What follows belongs to an exercise in optimizing a design on an open flow for small area; a production flow would make more cautious choices. Only simulation tests tie the RTL to the original design; equivalence was not proved. In this run the design's own scripts or RTL, not TritonCTS, make the clock network. No driver is modelled on the clock port, so clock power and skew are understated where the tree is cut down; a real chip needs a root buffer or a tree. Power and IR drop assume default switching activity.

[flow/flow/resize.tcl]
# Sourced before the resize step: an input port whose buffer drives a
# single buffer (added by placement's repair for a large fanout, as for the
# reset) gets that buffer's cell as its port buffer instead of the chain.
set block [ord::get_db_block]
foreach bterm [$block getBTerms] {
  if {[$bterm getIoType] ne "INPUT"} { continue }
  set net [$bterm getNet]
  if {$net eq "NULL" || [$net getSigType] eq "CLOCK"} { continue }
  set its [$net getITerms]
  if {[llength $its] != 1} { continue }
  set pbuf [[lindex $its 0] getInst]
  if {![regexp {__buf_|__clkbuf_} [[$pbuf getMaster] getName]]} { continue }
  set onet ""
  foreach it [$pbuf getITerms] { if {[$it isOutputSignal]} { set onet [$it getNet] } }
  if {$onet eq "" || $onet eq "NULL"} { continue }
  set loads {}
  foreach it [$onet getITerms] { if {[$it getInst] ne $pbuf} { lappend loads $it } }
  if {[llength $loads] != 1 || [llength [$onet getBTerms]] != 0} { continue }
  set b2 [[lindex $loads 0] getInst]
  set cell [[$b2 getMaster] getName]
  if {![regexp {__buf_|__clkbuf_} $cell]} { continue }
  puts "port [$bterm getName]: buffer [$pbuf getName] -> [$b2 getName] ($cell) merged"
  remove_buffers [get_cells [$b2 getName]]
  replace_cell [$pbuf getName] $cell
}
[flow/flow/cts.tcl]
# Replaces clock_tree_synthesis (sourced before CTS): the flip-flops are
# split into MY_CLOCK_CLUSTERS groups by k-means on their placement, and
# each group gets one MY_CLOCK_BUFFER at its centre, driven by the clock
# port.  Every flip-flop clock pin is driven by exactly one buffer.
rename clock_tree_synthesis __orig_clock_tree_synthesis
proc clock_tree_synthesis {args} {
  set k $::env(MY_CLOCK_CLUSTERS)
  set buf $::env(MY_CLOCK_BUFFER)
  set block [ord::get_db_block]
  set dbu [$block getDbUnitsPerMicron]
  set pins [get_pins -of_objects [get_nets clk_27]]
  set pts {}
  foreach p $pins {
    set box [[[sta::sta_to_db_pin $p] getInst] getBBox]
    lappend pts [list $p [expr {([$box xMin] + [$box xMax]) / 2.0 / $dbu}] \
      [expr {([$box yMin] + [$box yMax]) / 2.0 / $dbu}]]
  }
  set n [llength $pts]
  # initial centres: sinks spread along x + y
  set sorted [lsort -real -index 1 [lmap q $pts {list [lindex $q 0] [expr {[lindex $q 1] + [lindex $q 2]}]}]]
  set cx {}
  set cy {}
  for {set c 0} {$c < $k} {incr c} {
    set q [lindex $pts [lsearch -exact -index 0 $pts [lindex [lindex $sorted [expr {int(($c + 0.5) * $n / $k)}]] 0]]]
    lappend cx [lindex $q 1]
    lappend cy [lindex $q 2]
  }
  for {set it 0} {$it < 50} {incr it} {
    set groups [lrepeat $k {}]
    foreach q $pts {
      set best 0
      set bd 1e30
      for {set c 0} {$c < $k} {incr c} {
        set d [expr {abs([lindex $q 1] - [lindex $cx $c]) + abs([lindex $q 2] - [lindex $cy $c])}]
        if {$d < $bd} { set bd $d; set best $c }
      }
      lset groups $best [concat [lindex $groups $best] [list $q]]
    }
    for {set c 0} {$c < $k} {incr c} {
      set g [lindex $groups $c]
      if {[llength $g] == 0} { continue }
      set sx 0.0
      set sy 0.0
      foreach q $g { set sx [expr {$sx + [lindex $q 1]}]; set sy [expr {$sy + [lindex $q 2]}] }
      lset cx $c [expr {$sx / [llength $g]}]
      lset cy $c [expr {$sy / [llength $g]}]
    }
  }
  for {set c 0} {$c < $k} {incr c} {
    set g [lindex $groups $c]
    if {[llength $g] == 0} { continue }
    puts "clock buffer $c: [llength $g] sinks at [lindex $cx $c] [lindex $cy $c]"
    insert_buffer -buffer_cell $buf -net clk_27 -load_pins [lmap q $g {lindex $q 0}] \
      -location [list [lindex $cx $c] [lindex $cy $c]] \
      -buffer_name clkbuf_$c -net_name clknet_$c
  }
  foreach it [[[$block findBTerm clk_27] getNet] getITerms] {
    set inst [$it getInst]
    foreach o [$inst getITerms] {
      if {[$o isOutputSignal]} { [$o getNet] setSigType CLOCK }
    }
  }
  set_propagated_clock [all_clocks]
}
[flow/constraint.sdc]
create_clock -name core_clock -period 10.0 [get_ports {clk_27}]
set_input_delay 2.0000 -clock core_clock [delete_from_list [all_inputs] [get_ports {clk_27}]]
set_output_delay 2.0000 -clock core_clock [all_outputs]
set_load 0.01 [all_outputs]
[flow/flow/run.sh]
#!/bin/bash
# Standard layout, except:
#  - logic cells are set to their smallest drive strength after floorplan
#    (flow/downsize.tcl); later repair steps upsize where needed;
#  - the port buffers are the smallest buffer cell (buf_1);
#  - an input port buffer feeding one more buffer takes that buffer's
#    cell instead (flow/resize.tcl);
#  - the clock tree is a few clock buffers, one per cluster of flip-flops,
#    each driven by the clock port (flow/cts.tcl).
set -euo pipefail
export POST_FLOORPLAN_TCL="$(pwd)/flow/downsize.tcl"
export BUFFER_PORTS_ARGS="-buffer_cell sky130_fd_sc_hd__buf_1"
export PRE_RESIZE_TCL="$(pwd)/flow/resize.tcl"
export PRE_CTS_TCL="$(pwd)/flow/cts.tcl"
export MY_CLOCK_CLUSTERS="${MY_CLOCK_CLUSTERS:-4}"
export MY_CLOCK_BUFFER="${MY_CLOCK_BUFFER:-sky130_fd_sc_hd__clkbuf_8}"
bash standard.sh > standard.log 2>&1
[flow/design.v]
module full_traffic_light(
input clk_27,
input reset,
input de_bug,
input left_turn_request,
input [1:0]push_button,
output northbound_green, northbound_amber, northbound_red,
output southbound_green, southbound_amber, southbound_red,
output [1:0] southbound_arrow,
output eastbound_green, eastbound_amber, eastbound_red,
output westbound_green, westbound_amber, westbound_red,
output [4:0] NBnd_D, SBnd_D, EBnd_D, WBnd_D,
output [6:1] northbound, southbound, eastbound, westbound
);
reg a;
reg b;
reg [9:0] c005;
reg [12:0] c05;
reg [13:0] c1;
reg [10:0] c10;
reg clk0_05;
reg clk0_5;
reg clk1;
reg clk_10;
reg clk_d_q;
reg clk_q;
reg [5:0] e;
reg ew_red;
reg fd;
reg h;
reg n_red;
reg s_red;
reg walk;
reg walk_request;
reg wlk;
wire n8;
wire n9;
wire n10;
wire n11;
wire n13;
wire n14;
wire n15;
wire n17;
wire n18;
wire n19;
wire n20;
wire n21;
wire n22;
wire n25;
wire n31;
wire n33;
wire n36;
wire n38;
wire n39;
wire n40;
wire n41;
wire n42;
wire n43;
wire n48;
wire n49;
wire n52;
wire n55;
wire n58;
wire n61;
wire n62;
wire n63;
wire n65;
wire n68;
wire n73;
wire n76;
wire n79;
wire n81;
wire n82;
wire n83;
wire n85;
wire n88;
wire n93;
wire n96;
wire n97;
wire n98;
wire n100;
wire n105;
wire n110;
wire n115;
wire n116;
wire n117;
wire n118;
wire n119;
wire n120;
wire n122;
wire n124;
wire n125;
wire n126;
wire n127;
wire n128;
wire n130;
wire n131;
wire n132;
wire n133;
wire n135;
wire n136;
wire n137;
wire n138;
wire n139;
wire n140;
wire n141;
wire n142;
wire n143;
wire n144;
wire n145;
wire n146;
wire n147;
wire n148;
wire n149;
wire n150;
wire n151;
wire n152;
wire n153;
wire n154;
wire n155;
wire n156;
wire n157;
wire n158;
wire n159;
wire n160;
wire n161;
wire n162;
wire n163;
wire n164;
wire n165;
wire n166;
wire n167;
wire n168;
wire n169;
wire n170;
wire n171;
wire n172;
wire n173;
always @ (posedge clk_27 or negedge reset) if (reset == 1'b0) a <= 1'b0; else a <= n168;
always @ (posedge clk_27 or negedge reset) if (reset == 1'b0) b <= 1'b0; else b <= n167;
always @ (posedge clk_27 or negedge reset) if (reset == 1'b0) c005[0] <= 1'b0; else c005[0] <= n65;
always @ (posedge clk_27 or negedge reset) if (reset == 1'b0) c005[1] <= 1'b1; else c005[1] <= c005[0];
always @ (posedge clk_27 or negedge reset) if (reset == 1'b0) c005[2] <= 1'b0; else c005[2] <= c005[1];
always @ (posedge clk_27 or negedge reset) if (reset == 1'b0) c005[3] <= 1'b1; else c005[3] <= c005[2];
always @ (posedge clk_27 or negedge reset) if (reset == 1'b0) c005[4] <= 1'b0; else c005[4] <= c005[3];
always @ (posedge clk_27 or negedge reset) if (reset == 1'b0) c005[5] <= 1'b0; else c005[5] <= n63;
always @ (posedge clk_27 or negedge reset) if (reset == 1'b0) c005[6] <= 1'b0; else c005[6] <= c005[5];
always @ (posedge clk_27 or negedge reset) if (reset == 1'b0) c005[7] <= 1'b1; else c005[7] <= c005[6];
always @ (posedge clk_27 or negedge reset) if (reset == 1'b0) c005[8] <= 1'b0; else c005[8] <= c005[7];
always @ (posedge clk_27 or negedge reset) if (reset == 1'b0) c005[9] <= 1'b0; else c005[9] <= c005[8];
always @ (posedge clk_27 or negedge reset) if (reset == 1'b0) c05[0] <= 1'b0; else c05[0] <= n85;
always @ (posedge clk_27 or negedge reset) if (reset == 1'b0) c05[1] <= 1'b0; else c05[1] <= c05[0];
always @ (posedge clk_27 or negedge reset) if (reset == 1'b0) c05[2] <= 1'b0; else c05[2] <= c05[1];
always @ (posedge clk_27 or negedge reset) if (reset == 1'b0) c05[3] <= 1'b1; else c05[3] <= c05[2];
always @ (posedge clk_27 or negedge reset) if (reset == 1'b0) c05[4] <= 1'b0; else c05[4] <= n83;
always @ (posedge clk_27 or negedge reset) if (reset == 1'b0) c05[5] <= 1'b0; else c05[5] <= c05[4];
always @ (posedge clk_27 or negedge reset) if (reset == 1'b0) c05[6] <= 1'b0; else c05[6] <= c05[5];
always @ (posedge clk_27 or negedge reset) if (reset == 1'b0) c05[7] <= 1'b0; else c05[7] <= c05[6];
always @ (posedge clk_27 or negedge reset) if (reset == 1'b0) c05[8] <= 1'b1; else c05[8] <= c05[7];
always @ (posedge clk_27 or negedge reset) if (reset == 1'b0) c05[9] <= 1'b0; else c05[9] <= c05[8];
always @ (posedge clk_27 or negedge reset) if (reset == 1'b0) c05[10] <= 1'b1; else c05[10] <= c05[9];
always @ (posedge clk_27 or negedge reset) if (reset == 1'b0) c05[11] <= 1'b1; else c05[11] <= c05[10];
always @ (posedge clk_27 or negedge reset) if (reset == 1'b0) c05[12] <= 1'b0; else c05[12] <= c05[11];
always @ (posedge clk_27 or negedge reset) if (reset == 1'b0) c1[0] <= 1'b0; else c1[0] <= n120;
always @ (posedge clk_27 or negedge reset) if (reset == 1'b0) c1[1] <= 1'b0; else c1[1] <= c1[0];
always @ (posedge clk_27 or negedge reset) if (reset == 1'b0) c1[2] <= 1'b1; else c1[2] <= c1[1];
always @ (posedge clk_27 or negedge reset) if (reset == 1'b0) c1[3] <= 1'b1; else c1[3] <= c1[2];
always @ (posedge clk_27 or negedge reset) if (reset == 1'b0) c1[4] <= 1'b0; else c1[4] <= c1[3];
always @ (posedge clk_27 or negedge reset) if (reset == 1'b0) c1[5] <= 1'b0; else c1[5] <= c1[4];
always @ (posedge clk_27 or negedge reset) if (reset == 1'b0) c1[6] <= 1'b0; else c1[6] <= c1[5];
always @ (posedge clk_27 or negedge reset) if (reset == 1'b0) c1[7] <= 1'b0; else c1[7] <= n118;
always @ (posedge clk_27 or negedge reset) if (reset == 1'b0) c1[8] <= 1'b1; else c1[8] <= c1[7];
always @ (posedge clk_27 or negedge reset) if (reset == 1'b0) c1[9] <= 1'b0; else c1[9] <= c1[8];
always @ (posedge clk_27 or negedge reset) if (reset == 1'b0) c1[10] <= 1'b0; else c1[10] <= c1[9];
always @ (posedge clk_27 or negedge reset) if (reset == 1'b0) c1[11] <= 1'b0; else c1[11] <= c1[10];
always @ (posedge clk_27 or negedge reset) if (reset == 1'b0) c1[12] <= 1'b0; else c1[12] <= c1[11];
always @ (posedge clk_27 or negedge reset) if (reset == 1'b0) c1[13] <= 1'b1; else c1[13] <= c1[12];
always @ (posedge clk_27 or negedge reset) if (reset == 1'b0) c10[0] <= 1'b0; else c10[0] <= n100;
always @ (posedge clk_27 or negedge reset) if (reset == 1'b0) c10[1] <= 1'b1; else c10[1] <= c10[0];
always @ (posedge clk_27 or negedge reset) if (reset == 1'b0) c10[2] <= 1'b1; else c10[2] <= c10[1];
always @ (posedge clk_27 or negedge reset) if (reset == 1'b0) c10[3] <= 1'b0; else c10[3] <= c10[2];
always @ (posedge clk_27 or negedge reset) if (reset == 1'b0) c10[4] <= 1'b0; else c10[4] <= c10[3];
always @ (posedge clk_27 or negedge reset) if (reset == 1'b0) c10[5] <= 1'b0; else c10[5] <= n98;
always @ (posedge clk_27 or negedge reset) if (reset == 1'b0) c10[6] <= 1'b0; else c10[6] <= c10[5];
always @ (posedge clk_27 or negedge reset) if (reset == 1'b0) c10[7] <= 1'b0; else c10[7] <= c10[6];
always @ (posedge clk_27 or negedge reset) if (reset == 1'b0) c10[8] <= 1'b0; else c10[8] <= c10[7];
always @ (posedge clk_27 or negedge reset) if (reset == 1'b0) c10[9] <= 1'b0; else c10[9] <= c10[8];
always @ (posedge clk_27 or negedge reset) if (reset == 1'b0) c10[10] <= 1'b1; else c10[10] <= c10[9];
always @ (posedge clk_27 or negedge reset) if (reset == 1'b0) clk0_05 <= 1'b0; else clk0_05 <= n62;
always @ (posedge clk_27 or negedge reset) if (reset == 1'b0) clk0_5 <= 1'b0; else clk0_5 <= n82;
always @ (posedge clk_27 or negedge reset) if (reset == 1'b0) clk1 <= 1'b0; else clk1 <= n117;
always @ (posedge clk_27 or negedge reset) if (reset == 1'b0) clk_10 <= 1'b0; else clk_10 <= n97;
always @ (posedge clk_27) clk_d_q <= n49;
always @ (posedge clk_27) clk_q <= n25;
always @ (posedge clk_27 or negedge reset) if (reset == 1'b0) e[0] <= 1'b0; else e[0] <= n158;
always @ (posedge clk_27 or negedge reset) if (reset == 1'b0) e[1] <= 1'b0; else e[1] <= n156;
always @ (posedge clk_27 or negedge reset) if (reset == 1'b0) e[2] <= 1'b1; else e[2] <= n154;
always @ (posedge clk_27 or negedge reset) if (reset == 1'b0) e[3] <= 1'b0; else e[3] <= n146;
always @ (posedge clk_27 or negedge reset) if (reset == 1'b0) e[4] <= 1'b0; else e[4] <= n143;
always @ (posedge clk_27 or negedge reset) if (reset == 1'b0) e[5] <= 1'b0; else e[5] <= n165;
always @ (posedge clk_27 or negedge reset) if (reset == 1'b0) ew_red <= 1'b1; else ew_red <= n150;
always @ (posedge clk_27 or negedge reset) if (reset == 1'b0) fd <= 1'b0; else fd <= n173;
always @ (posedge clk_27 or negedge reset) if (reset == 1'b0) h <= 1'b0; else h <= n128;
always @ (posedge clk_27 or negedge reset) if (reset == 1'b0) n_red <= 1'b0; else n_red <= n170;
always @ (posedge clk_27 or negedge reset) if (reset == 1'b0) s_red <= 1'b0; else s_red <= n133;
always @ (posedge clk_27 or negedge reset) if (reset == 1'b0) walk <= 1'b0; else walk <= n159;
always @ (posedge clk_27 or negedge reset) if (reset == 1'b0) walk_request <= 1'b0; else walk_request <= n140;
always @ (posedge clk_27 or negedge reset) if (reset == 1'b0) wlk <= 1'b0; else wlk <= n163;
g_mux2_1 u0 (.A0(clk1), .A1(clk_10), .S(de_bug), .X(n25));
g_o41ai_1 u1 (.A1(e[4]), .A2(e[1]), .A3(e[3]), .A4(e[2]), .B1(e[5]), .Y(n31));
g_nand2_1 u2 (.A(walk), .B(n31), .Y(n33));
g_nor2_1 u3 (.A(h), .B(b), .Y(n36));
g_nand2_1 u4 (.A(a), .B(n36), .Y(n38));
g_o21ai_0 u5 (.A1(h), .A2(n33), .B1(n38), .Y(n18));
g_nand3_1 u6 (.A(h), .B(walk), .C(n31), .Y(n39));
g_nand2_1 u7 (.A(n38), .B(n39), .Y(n17));
g_o21ai_0 u8 (.A1(h), .A2(b), .B1(a), .Y(n40));
g_nor2_1 u9 (.A(b), .B(n40), .Y(n41));
g_clkinv_1 u10 (.A(n41), .Y(n13));
g_nor2b_1 u11 (.A(a), .B_N(h), .Y(n42));
g_a21oi_1 u12 (.A1(b), .A2(n42), .B1(n41), .Y(n11));
g_nand2_1 u13 (.A(b), .B(n42), .Y(n9));
g_nand2b_1 u14 (.A_N(b), .B(n42), .Y(n8));
g_nor2_1 u15 (.A(a), .B(h), .Y(n43));
g_nand2_1 u16 (.A(b), .B(n43), .Y(n15));
g_or3_1 u17 (.A(a), .B(h), .C(b), .X(n14));
g_nor2b_1 u18 (.A(n_red), .B_N(fd), .Y(n21));
g_and2_0 u19 (.A(n_red), .B(fd), .X(n19));
g_nand2b_1 u20 (.A_N(n_red), .B(wlk), .Y(n22));
g_nand2_1 u21 (.A(n_red), .B(wlk), .Y(n20));
g_mux2i_1 u22 (.A0(clk0_5), .A1(clk0_05), .S(de_bug), .Y(n48));
g_clkinv_1 u23 (.A(n48), .Y(n49));
g_nor2_1 u24 (.A(c005[1]), .B(c005[3]), .Y(n52));
g_nand2_1 u25 (.A(c005[0]), .B(c005[2]), .Y(n55));
g_nor3_1 u26 (.A(c005[5]), .B(c005[7]), .C(n55), .Y(n58));
g_nand4_1 u27 (.A(c005[4]), .B(c005[6]), .C(n52), .D(n58), .Y(n61));
g_xnor2_1 u28 (.A(clk0_05), .B(n61), .Y(n62));
g_and2_0 u29 (.A(c005[4]), .B(n61), .X(n63));
g_xor2_1 u30 (.A(c005[0]), .B(c005[9]), .X(n65));
g_nand2_1 u31 (.A(c05[9]), .B(c05[10]), .Y(n68));
g_nor4b_1 u32 (.A(c05[6]), .B(c05[4]), .C(c05[8]), .D_N(c05[7]), .Y(n73));
g_nor2_1 u33 (.A(c05[1]), .B(c05[0]), .Y(n76));
g_nand4_1 u34 (.A(c05[2]), .B(c05[3]), .C(n73), .D(n76), .Y(n79));
g_or3_1 u35 (.A(c05[11]), .B(n68), .C(n79), .X(n81));
g_xnor2_1 u36 (.A(clk0_5), .B(n81), .Y(n82));
g_and2_0 u37 (.A(c05[3]), .B(n81), .X(n83));
g_xor2_1 u38 (.A(c05[3]), .B(c05[12]), .X(n85));
g_nand2_1 u39 (.A(c10[10]), .B(c10[9]), .Y(n88));
g_nand4b_1 u40 (.A_N(c10[5]), .B(c10[4]), .C(c10[0]), .D(c10[1]), .Y(n93));
g_or4_1 u41 (.A(c10[8]), .B(c10[7]), .C(n88), .D(n93), .X(n96));
g_xnor2_1 u42 (.A(clk_10), .B(n96), .Y(n97));
g_and2_0 u43 (.A(c10[4]), .B(n96), .X(n98));
g_xnor2_1 u44 (.A(c10[10]), .B(c10[2]), .Y(n100));
g_nor4b_1 u45 (.A(c1[10]), .B(c1[9]), .C(c1[11]), .D_N(c1[13]), .Y(n105));
g_nor4b_1 u46 (.A(c1[0]), .B(c1[3]), .C(c1[4]), .D_N(c1[6]), .Y(n110));
g_and4b_1 u47 (.A_N(c1[5]), .B(c1[7]), .C(c1[1]), .D(c1[2]), .X(n115));
g_nand3_1 u48 (.A(n105), .B(n110), .C(n115), .Y(n116));
g_xnor2_1 u49 (.A(clk1), .B(n116), .Y(n117));
g_and2_0 u50 (.A(c1[6]), .B(n116), .X(n118));
g_xor2_1 u51 (.A(c1[3]), .B(c1[13]), .X(n119));
g_xnor2_1 u52 (.A(c1[0]), .B(n119), .Y(n120));
g_nor2b_1 u53 (.A(clk_q), .B_N(n25), .Y(n122));
g_and2_0 u54 (.A(e[0]), .B(n122), .X(n124));
g_and4_1 u55 (.A(e[1]), .B(e[3]), .C(e[2]), .D(n124), .X(n125));
g_and3_1 u56 (.A(e[5]), .B(e[4]), .C(n125), .X(n126));
g_nand3_1 u57 (.A(a), .B(b), .C(n126), .Y(n127));
g_xnor2_1 u58 (.A(h), .B(n127), .Y(n128));
g_or3_1 u59 (.A(clk_d_q), .B(n42), .C(n48), .X(n130));
g_nor2_1 u60 (.A(s_red), .B(n38), .Y(n131));
g_nor2_1 u61 (.A(clk_d_q), .B(n48), .Y(n132));
g_o32a_1 u62 (.A1(n41), .A2(n130), .A3(n131), .B1(n132), .B2(s_red), .X(n133));
g_clkinv_1 u63 (.A(walk_request), .Y(n135));
g_and2_0 u64 (.A(e[4]), .B(n125), .X(n136));
g_nand2_1 u65 (.A(e[5]), .B(n136), .Y(n137));
g_nor2_1 u66 (.A(h), .B(left_turn_request), .Y(n138));
g_nor3_1 u67 (.A(n40), .B(n137), .C(n138), .Y(n139));
g_o21ai_0 u68 (.A1(n135), .A2(n139), .B1(push_button[1]), .Y(n140));
g_nor2_1 u69 (.A(e[4]), .B(n125), .Y(n141));
g_o211ai_1 u70 (.A1(push_button[0]), .A2(n15), .B1(n126), .C1(n40), .Y(n142));
g_o21ai_0 u71 (.A1(n136), .A2(n141), .B1(n142), .Y(n143));
g_a31oi_1 u72 (.A1(e[1]), .A2(e[2]), .A3(n124), .B1(e[3]), .Y(n144));
g_o21ai_0 u73 (.A1(n40), .A2(n138), .B1(n126), .Y(n145));
g_o21ai_0 u74 (.A1(n125), .A2(n144), .B1(n145), .Y(n146));
g_nor3_1 u75 (.A(h), .B(b), .C(ew_red), .Y(n147));
g_nor2_1 u76 (.A(n43), .B(n147), .Y(n148));
g_nor2_1 u77 (.A(ew_red), .B(n132), .Y(n149));
g_a21oi_1 u78 (.A1(n132), .A2(n148), .B1(n149), .Y(n150));
g_a21oi_1 u79 (.A1(b), .A2(n126), .B1(a), .Y(n151));
g_nand2_1 u80 (.A(e[1]), .B(n124), .Y(n152));
g_xor2_1 u81 (.A(e[2]), .B(n152), .X(n153));
g_o21ai_0 u82 (.A1(n137), .A2(n151), .B1(n153), .Y(n154));
g_xnor2_1 u83 (.A(e[1]), .B(n124), .Y(n155));
g_nand2_1 u84 (.A(n142), .B(n155), .Y(n156));
g_nor2_1 u85 (.A(e[0]), .B(n122), .Y(n157));
g_nor2_1 u86 (.A(n124), .B(n157), .Y(n158));
g_a22o_1 u87 (.A1(walk), .A2(n137), .B1(n139), .B2(walk_request), .X(n159));
g_nor2_1 u88 (.A(wlk), .B(n132), .Y(n160));
g_a311oi_1 u89 (.A1(e[1]), .A2(e[3]), .A3(e[2]), .B1(e[4]), .C1(e[5]), .Y(n161));
g_a211oi_1 u90 (.A1(walk), .A2(n161), .B1(n48), .C1(clk_d_q), .Y(n162));
g_nor2_1 u91 (.A(n160), .B(n162), .Y(n163));
g_nor2_1 u92 (.A(e[5]), .B(n136), .Y(n164));
g_nor2_1 u93 (.A(n139), .B(n164), .Y(n165));
g_nand2_1 u94 (.A(b), .B(n137), .Y(n166));
g_nand2_1 u95 (.A(n142), .B(n166), .Y(n167));
g_nor2_1 u96 (.A(n139), .B(n151), .Y(n168));
g_nor2_1 u97 (.A(n_red), .B(n38), .Y(n169));
g_o22a_1 u98 (.A1(n_red), .A2(n132), .B1(n130), .B2(n169), .X(n170));
g_nor2_1 u99 (.A(n39), .B(n19), .Y(n171));
g_o31ai_1 u100 (.A1(h), .A2(n33), .A3(n21), .B1(n162), .Y(n172));
g_o22a_1 u101 (.A1(fd), .A2(n132), .B1(n171), .B2(n172), .X(n173));
assign northbound_green = n8;
assign northbound_amber = n9;
assign northbound_red = n_red;
assign southbound_green = n8;
assign southbound_amber = n11;
assign southbound_red = s_red;
assign southbound_arrow[0] = n13;
assign southbound_arrow[1] = n13;
assign eastbound_green = n14;
assign eastbound_amber = n15;
assign eastbound_red = ew_red;
assign westbound_green = n14;
assign westbound_amber = n15;
assign westbound_red = ew_red;
assign NBnd_D[0] = n17;
assign NBnd_D[1] = n17;
assign NBnd_D[2] = n17;
assign NBnd_D[3] = n17;
assign NBnd_D[4] = n17;
assign SBnd_D[0] = n17;
assign SBnd_D[1] = n17;
assign SBnd_D[2] = n17;
assign SBnd_D[3] = n17;
assign SBnd_D[4] = n17;
assign EBnd_D[0] = n18;
assign EBnd_D[1] = n18;
assign EBnd_D[2] = n18;
assign EBnd_D[3] = n18;
assign EBnd_D[4] = n18;
assign WBnd_D[0] = n18;
assign WBnd_D[1] = n18;
assign WBnd_D[2] = n18;
assign WBnd_D[3] = n18;
assign WBnd_D[4] = n18;
assign northbound[1] = n19;
assign northbound[2] = n19;
assign northbound[3] = n19;
assign northbound[4] = n19;
assign northbound[5] = n19;
assign northbound[6] = n20;
assign southbound[1] = n19;
assign southbound[2] = n19;
assign southbound[3] = n19;
assign southbound[4] = n19;
assign southbound[5] = n19;
assign southbound[6] = n20;
assign eastbound[1] = n21;
assign eastbound[2] = n21;
assign eastbound[3] = n21;
assign eastbound[4] = n21;
assign eastbound[5] = n21;
assign eastbound[6] = n22;
assign westbound[1] = n21;
assign westbound[2] = n21;
assign westbound[3] = n21;
assign westbound[4] = n21;
assign westbound[5] = n21;
assign westbound[6] = n22;
endmodule
module g_a211oi_1(input A1, input A2, input B1, input C1, output Y);
assign Y = (~A1&~B1&~C1) | (~A2&~B1&~C1);
endmodule
module g_a21oi_1(input A1, input A2, input B1, output Y);
assign Y = (~A1&~B1) | (~A2&~B1);
endmodule
module g_a22o_1(input A1, input A2, input B1, input B2, output X);
assign X = (B1&B2) | (A1&A2);
endmodule
module g_a311oi_1(input A1, input A2, input A3, input B1, input C1, output Y);
assign Y = (~A1&~B1&~C1) | (~A2&~B1&~C1) | (~A3&~B1&~C1);
endmodule
module g_a31oi_1(input A1, input A2, input A3, input B1, output Y);
assign Y = (~A1&~B1) | (~A2&~B1) | (~A3&~B1);
endmodule
module g_and2_0(input A, input B, output X);
assign X = (A&B);
endmodule
module g_and3_1(input A, input B, input C, output X);
assign X = (A&B&C);
endmodule
module g_and4_1(input A, input B, input C, input D, output X);
assign X = (A&B&C&D);
endmodule
module g_and4b_1(input A_N, input B, input C, input D, output X);
assign X = (~A_N&B&C&D);
endmodule
module g_clkinv_1(input A, output Y);
assign Y = (~A);
endmodule
module g_mux2_1(input A0, input A1, input S, output X);
assign X = (A0&~S) | (A1&S);
endmodule
module g_mux2i_1(input A0, input A1, input S, output Y);
assign Y = (~A0&~S) | (~A1&S);
endmodule
module g_nand2_1(input A, input B, output Y);
assign Y = (~A) | (~B);
endmodule
module g_nand2b_1(input A_N, input B, output Y);
assign Y = (A_N) | (~B);
endmodule
module g_nand3_1(input A, input B, input C, output Y);
assign Y = (~A) | (~B) | (~C);
endmodule
module g_nand4_1(input A, input B, input C, input D, output Y);
assign Y = (~A) | (~B) | (~C) | (~D);
endmodule
module g_nand4b_1(input A_N, input B, input C, input D, output Y);
assign Y = (A_N) | (~B) | (~C) | (~D);
endmodule
module g_nor2_1(input A, input B, output Y);
assign Y = (~A&~B);
endmodule
module g_nor2b_1(input A, input B_N, output Y);
assign Y = (~A&B_N);
endmodule
module g_nor3_1(input A, input B, input C, output Y);
assign Y = (~A&~B&~C);
endmodule
module g_nor4b_1(input A, input B, input C, input D_N, output Y);
assign Y = (~A&~B&~C&D_N);
endmodule
module g_o211ai_1(input A1, input A2, input B1, input C1, output Y);
assign Y = (~A1&~A2) | (~B1) | (~C1);
endmodule
module g_o21ai_0(input A1, input A2, input B1, output Y);
assign Y = (~A1&~A2) | (~B1);
endmodule
module g_o22a_1(input A1, input A2, input B1, input B2, output X);
assign X = (A1&B1) | (A2&B1) | (A1&B2) | (A2&B2);
endmodule
module g_o31ai_1(input A1, input A2, input A3, input B1, output Y);
assign Y = (~A1&~A2&~A3) | (~B1);
endmodule
module g_o32a_1(input A1, input A2, input A3, input B1, input B2, output X);
assign X = (A1&B1) | (A1&B2) | (A2&B1) | (A3&B1) | (A2&B2) | (A3&B2);
endmodule
module g_o41ai_1(input A1, input A2, input A3, input A4, input B1, output Y);
assign Y = (~A1&~A2&~A3&~A4) | (~B1);
endmodule
module g_or3_1(input A, input B, input C, output X);
assign X = (A) | (B) | (C);
endmodule
module g_or4_1(input A, input B, input C, input D, output X);
assign X = (A) | (B) | (C) | (D);
endmodule
module g_xnor2_1(input A, input B, output Y);
assign Y = (~A&~B) | (A&B);
endmodule
module g_xor2_1(input A, input B, output X);
assign X = (A&~B) | (~A&B);
endmodule
[flow/flow/downsize.tcl]
# Sourced after floorplan: every logic cell is set to the smallest drive
# strength of its own cell family (same function and pins).  Synthesis
# sizes for loads it cannot see; later resizing (repair_design,
# repair_timing) upsizes again where slew, capacitance or timing need it.
set db [ord::get_db]
set block [ord::get_db_block]
set dont_use $::env(DONT_USE_CELLS)
set families [dict create]
foreach lib [$db getLibs] {
  foreach m [$lib getMasters] {
    set n [$m getName]
    if {[lsearch -exact $dont_use $n] >= 0} { continue }
    if {![regexp {^(sky130_fd_sc_hd__[a-z0-9]+)_([0-9]+)$} $n -> fam drive]} { continue }
    set area [expr {[$m getWidth] * [$m getHeight]}]
    if {![dict exists $families $fam] || $area < [lindex [dict get $families $fam] 1]} {
      dict set families $fam [list $n $area]
    }
  }
}
set count 0
foreach inst [$block getInsts] {
  set m [$inst getMaster]
  set n [$m getName]
  if {![regexp {^(sky130_fd_sc_hd__[a-z0-9]+)_([0-9]+)$} $n -> fam drive]} { continue }
  # registers, clock cells, tie cells and physical cells keep their cell
  if {[regexp {__(df|dl|sdf|edf|clk|conb|tap|fill|decap|diode|probe|lpflow)} $n]} { continue }
  if {![dict exists $families $fam]} { continue }
  set best [lindex [dict get $families $fam] 0]
  set area [expr {[$m getWidth] * [$m getHeight]}]
  if {$best ne $n && [lindex [dict get $families $fam] 1] < $area} {
    replace_cell [$inst getName] $best
    incr count
  }
}
puts "downsize: $count cells set to their smallest drive strength"
[flow/config.mk]
export PLATFORM = sky130hd
export DESIGN_NAME = full_traffic_light
export DESIGN_NICKNAME = full_traffic_light
export VERILOG_FILES = /design/flow/design.v
export SDC_FILE = /design/flow/constraint.sdc
export NUM_CORES = 4
export LEC_CHECK = 0
export CAP_MARGIN = 20
export CORE_MARGIN = 2
export CORE_UTILIZATION = 65
export SLEW_MARGIN = 20
export SYNTH_HIERARCHICAL = 1
export SYNTH_MINIMUM_KEEP_SIZE = 0
[flow/standard.sh]
#!/bin/bash
# synth_recipe.tcl (not shown) runs the flow's synth.tcl, then flattens the netlist and writes it again
# the make line also repeats each setting of config.mk as NAME=value (left out here)
make -C /OpenROAD-flow-scripts/flow DESIGN_CONFIG=/design/flow/config.mk WORK_HOME=/design/flow/orfs CLKGATE_MAP_FILE= SYNTH_SCRIPT=/design/flow/synth_recipe.tcl "${@:-finish}"
==> results_dict.tcl <==
set metrics [dict create \
    status "complete, no violations" \
    dieHeight_um 70.0 \
    cp_max_fo 10 \
    post-route-period-util_pct 39.7 \
    cts.repair.resized 0 \
    fp.dieW_um 70.0 \
    power_frac_clock_pct 26.1 \
    reg2reg_depth 8 \
    wl_um 4160 \
    synth_area_um2 2830 \
    crit_required_ns 8.00 \
    p_leak_nw 1.20 \
    grt_pass1_wl_um 7040 \
    cts_setup_buffers 0 \
    synthToLayoutAreaGrowth_pct -3.84 \
    drive_gt1_share_pct 8.79 \
    comb_power_share_pct 1.6 \
    gp_congestion 0.833 \
    final_util_pct 63.9 \
    tightest_slew_ns 0.809 \
    fp.dieArea_um2 4900 \
    slew_violations 0 \
    ys_seq_area_share_pct 62.2 \
    grt_use_total_pct 17.3 \
    fin_skew_ns 0.0251 \
    seq_power_share_pct 72.3 \
    grt_pass1_vias 1469 \
    swShare_pct 18.0 \
    num_io_pins 64 \
    grt_setup_unrepaired "false" \
    worst_ep_arrival_time_ns 1.97 \
    critPathLaunch "e[1]$_DFF_PN0_" \
    tns_ns 0 \
    dr.first_iter.drc_count 60 \
    hold_depth 0 \
    drv_cap 0 \
    ant_nets 0 \
    hold_path.class "flip-flop to flip-flop" \
    rows 24 \
    internal_power_mw 0.321 \
    ir_worst_vdd_mv 0.0870 \
    firstDrtPassIters 4 \
    wire_per_inst_um 14.3 \
    fill_cells 353 \
    coreArea_um2 4260 \
    grt_max_degree 69 \
    ys.warnings.count 7 \
    finalSetupViolations 0 \
    num_antenna_cells 0 \
    syn_nets 228 \
    ys_ff_latch 70 \
    port_buffers 63 \
    drc 0 \
    viasPerCell 5.29 \
    postSynthCellCount 222 \
    fmax_mhz 252 \
    cp-start-kind "flip-flop" \
    hp-start "c05[6]$_DFF_PN0_" \
    place_inst 287 \
    cts_hold_buf 0 \
    worstSetupPathType "flip-flop to output port" \
    min_to "c05[7]$_DFF_PN0_" \
    antenna_found_initial 0 \
    initial_utilization_pct 66.4 \
    p_sw_mw 0.0705 \
    reg2reg_setup_slack_ns 7.90 \
    clkTransAtPathRegs_ns 0.12 \
    fin_nets 247 \
    end_kind "output port" \
    hold_viol 0 \
    vias 1538 \
    final_cell_count_no_fill 291 \
    slew_headroom_pct 46.1 \
    powerDensity_nw_per_um2 144 \
    finalCriticalPeriod_ns 3.97 \
    syn_area_per_cell_um2 12.8 \
    r2r-end "walk$_DFF_PN0_" \
    ys_types 35 \
    dp_hpwl_um 2990 \
    grt_overflow 0 \
    r2r_start "clk_10$_DFF_PN0_" \
    clk_latency_ns 0.17 \
]
Yosys stat by module, one instance, submodules excluded, excerpt:
module,flip-flops and latches,area [um^2]
g_and4_1,0,8.76
g_nand2_1,0,3.75
g_mux2_1,0,15.0
g_and2_0,0,6.26
g_a22o_1,0,8.76
g_nand4b_1,0,8.76
g_nand2b_1,0,6.26
g_o22a_1,0,8.76
g_nor2b_1,0,13.8
worst max-delay path, cell delays in order (launching register included):
cell	delay [ns]
dfrtp_1	0.45
o41ai_1	0.53
nand2_1	0.14
o21ai_1	0.48
buf_1	0.21
state kept, by name (all words and copies together), names as in the netlist, 6 cells and up:
name  flops
c10      11
e         6
c1       14
c005     10
c05      13
cell families after synthesis:
family	after synthesis	share of synthesized area, %
mux	2	0.883
simple gates	65	13.7
xor+xnor	12	3.71
flops	70	62.2
compound gates	20	5.87
buf+inv	53	13.6
cell usage after synthesis, drive strengths merged:
| master | instances | area share (%) |
|---|---|---|
| a211oi | 1 | 0.44 |
| a21oi | 3 | 0.93 |
| a22o | 1 | 0.31 |
| a311oi | 1 | 0.31 |
| a31oi | 1 | 0.22 |
| and2 | 7 | 1.5 |
| and3 | 1 | 0.22 |
| and4 | 1 | 0.31 |
| and4b | 1 | 0.35 |
| buf | 50 | 13 |
| dfrtp | 52 | 46 |
| dfstp | 16 | 15 |
| dfxtp | 2 | 1.4 |
| inv | 3 | 0.40 |
| mux2 | 1 | 0.53 |
| mux2i | 1 | 0.35 |
| nand2 | 14 | 1.9 |
| nand2b | 2 | 0.44 |
| nand3 | 3 | 0.53 |
| nand4 | 2 | 0.44 |
| nand4b | 1 | 0.31 |
| nor2 | 20 | 2.7 |
| nor2b | 3 | 1.5 |
| nor3 | 3 | 1.1 |
| nor4b | 3 | 1.6 |
| o211ai | 1 | 0.44 |
| o21ai | 7 | 1.2 |
| o22a | 2 | 0.62 |
| o31ai | 1 | 0.44 |
| o32a | 1 | 0.35 |
| o41ai | 1 | 0.57 |
| or3 | 3 | 0.66 |
| or4 | 1 | 0.27 |
| xnor2 | 8 | 2.5 |
| xor2 | 4 | 1.2 |
worst max path at each step:
stage,to,cells past startpoint
final,EBnd_D[1],4
after global routing,EBnd_D[3],4
after CTS,EBnd_D[1],4
after detailed placement,walk$_DFF_PN0_,9
after global placement,walk$_DFF_PN0_,9
after floorplan,EBnd_D[0],4
final cells by class, without the clock buffers:
cell class	count	area [um^2]	area share [%]
flip-flops and latches	70	1760	64.7
repair buffers	63	240	8.82
well taps	52	65.1	2.39
multi-input cells	99	591	21.7
inverters	3	11.3	0.413
metrics by stage:
| stage | power (mW) | hold slack (ns) | cell area, um^2 | worst slack (ns) |
|---|---|---|---|---|
| 2_1_floorplan | 0.289 | 0.331 | 2830 | 6.47 |
| 3_3_place_gp | 0.295 | 0.337 | 2670 | 6.17 |
| 3_5_place_dp | 0.295 | 0.340 | 2670 | 6.12 |
| 4_1_cts | 0.394 | 0.359 | 2720 | 6.01 |
| 5_1_grt | 0.405 | 0.369 | 2720 | 5.85 |
| 6_report | 0.392 | 0.355 | 2720 | 6.03 |
power groups by stage:
stage | registers, mW | clock network [mW] | logic, mW
floorplan | 0.288 | 0 | 0.000336
global placement | 0.288 | 0 | 0.00638
detailed placement | 0.288 | 0 | 0.00644
CTS | 0.283 | 0.104 | 0.00646
global route | 0.283 | 0.115 | 0.00727
finish | 0.283 | 0.102 | 0.00610
metal layers:
metal / global-route usage [%] / wire (um)
met2: 30.5 / 2010
met3: 1.01 / 222
met1: 24.9 / 1870
met5: 0 / 0
met4: 2.14 / 57
cell usage in the layout, fill, tap and decap left out, types with 2 or more instances in the layout:
cell | netlist | routed
buf_1 | 0 | 62
dfrtp_1 | 52 | 52
nor2_1 | 20 | 20
dfstp_2 | 16 | 16
nand2_1 | 14 | 14
xnor2_1 | 8 | 8
and2_1 | 7 | 7
o21ai_1 | 7 | 7
xor2_1 | 4 | 4
clkbuf_8 | 0 | 4
inv_1 | 3 | 3
nor2b_1 | 0 | 3
a21oi_1 | 0 | 3
or3_1 | 3 | 3
nor3_1 | 0 | 3
nor4b_1 | 0 | 3
nand3_1 | 3 | 3
o22a_1 | 2 | 2
nand2b_1 | 2 | 2
nand4_1 | 2 | 2
dfxtp_1 | 2 | 2

==> re-timing with driven ports <==
The results above use ideal ports. As a check the final layout listed here was re-extracted and re-timed, cells and wires unchanged. Step 1, drivers: a clkbuf_16 drives clk_27 and a buf_2 each remaining input, both assumed. Step 2, shift: input delay + t, output delay - t, t = (earliest + latest rising clock arrival at the registers) / 2. This alone moves slack from input paths to output paths. Three values: no drivers, after step 1, after step 2; two values: the first two.
t, ns: 0.211
slack for setup (ns): 6.029 / 5.977 / 6.080
worst data-port slew with drivers (ns): 0.03
cell pins on the clock port's net: 4
After both steps setup and hold are still met in this run. The setup slack of this run moves by -0.052 ns with the drivers and by +0.051 ns with both steps.
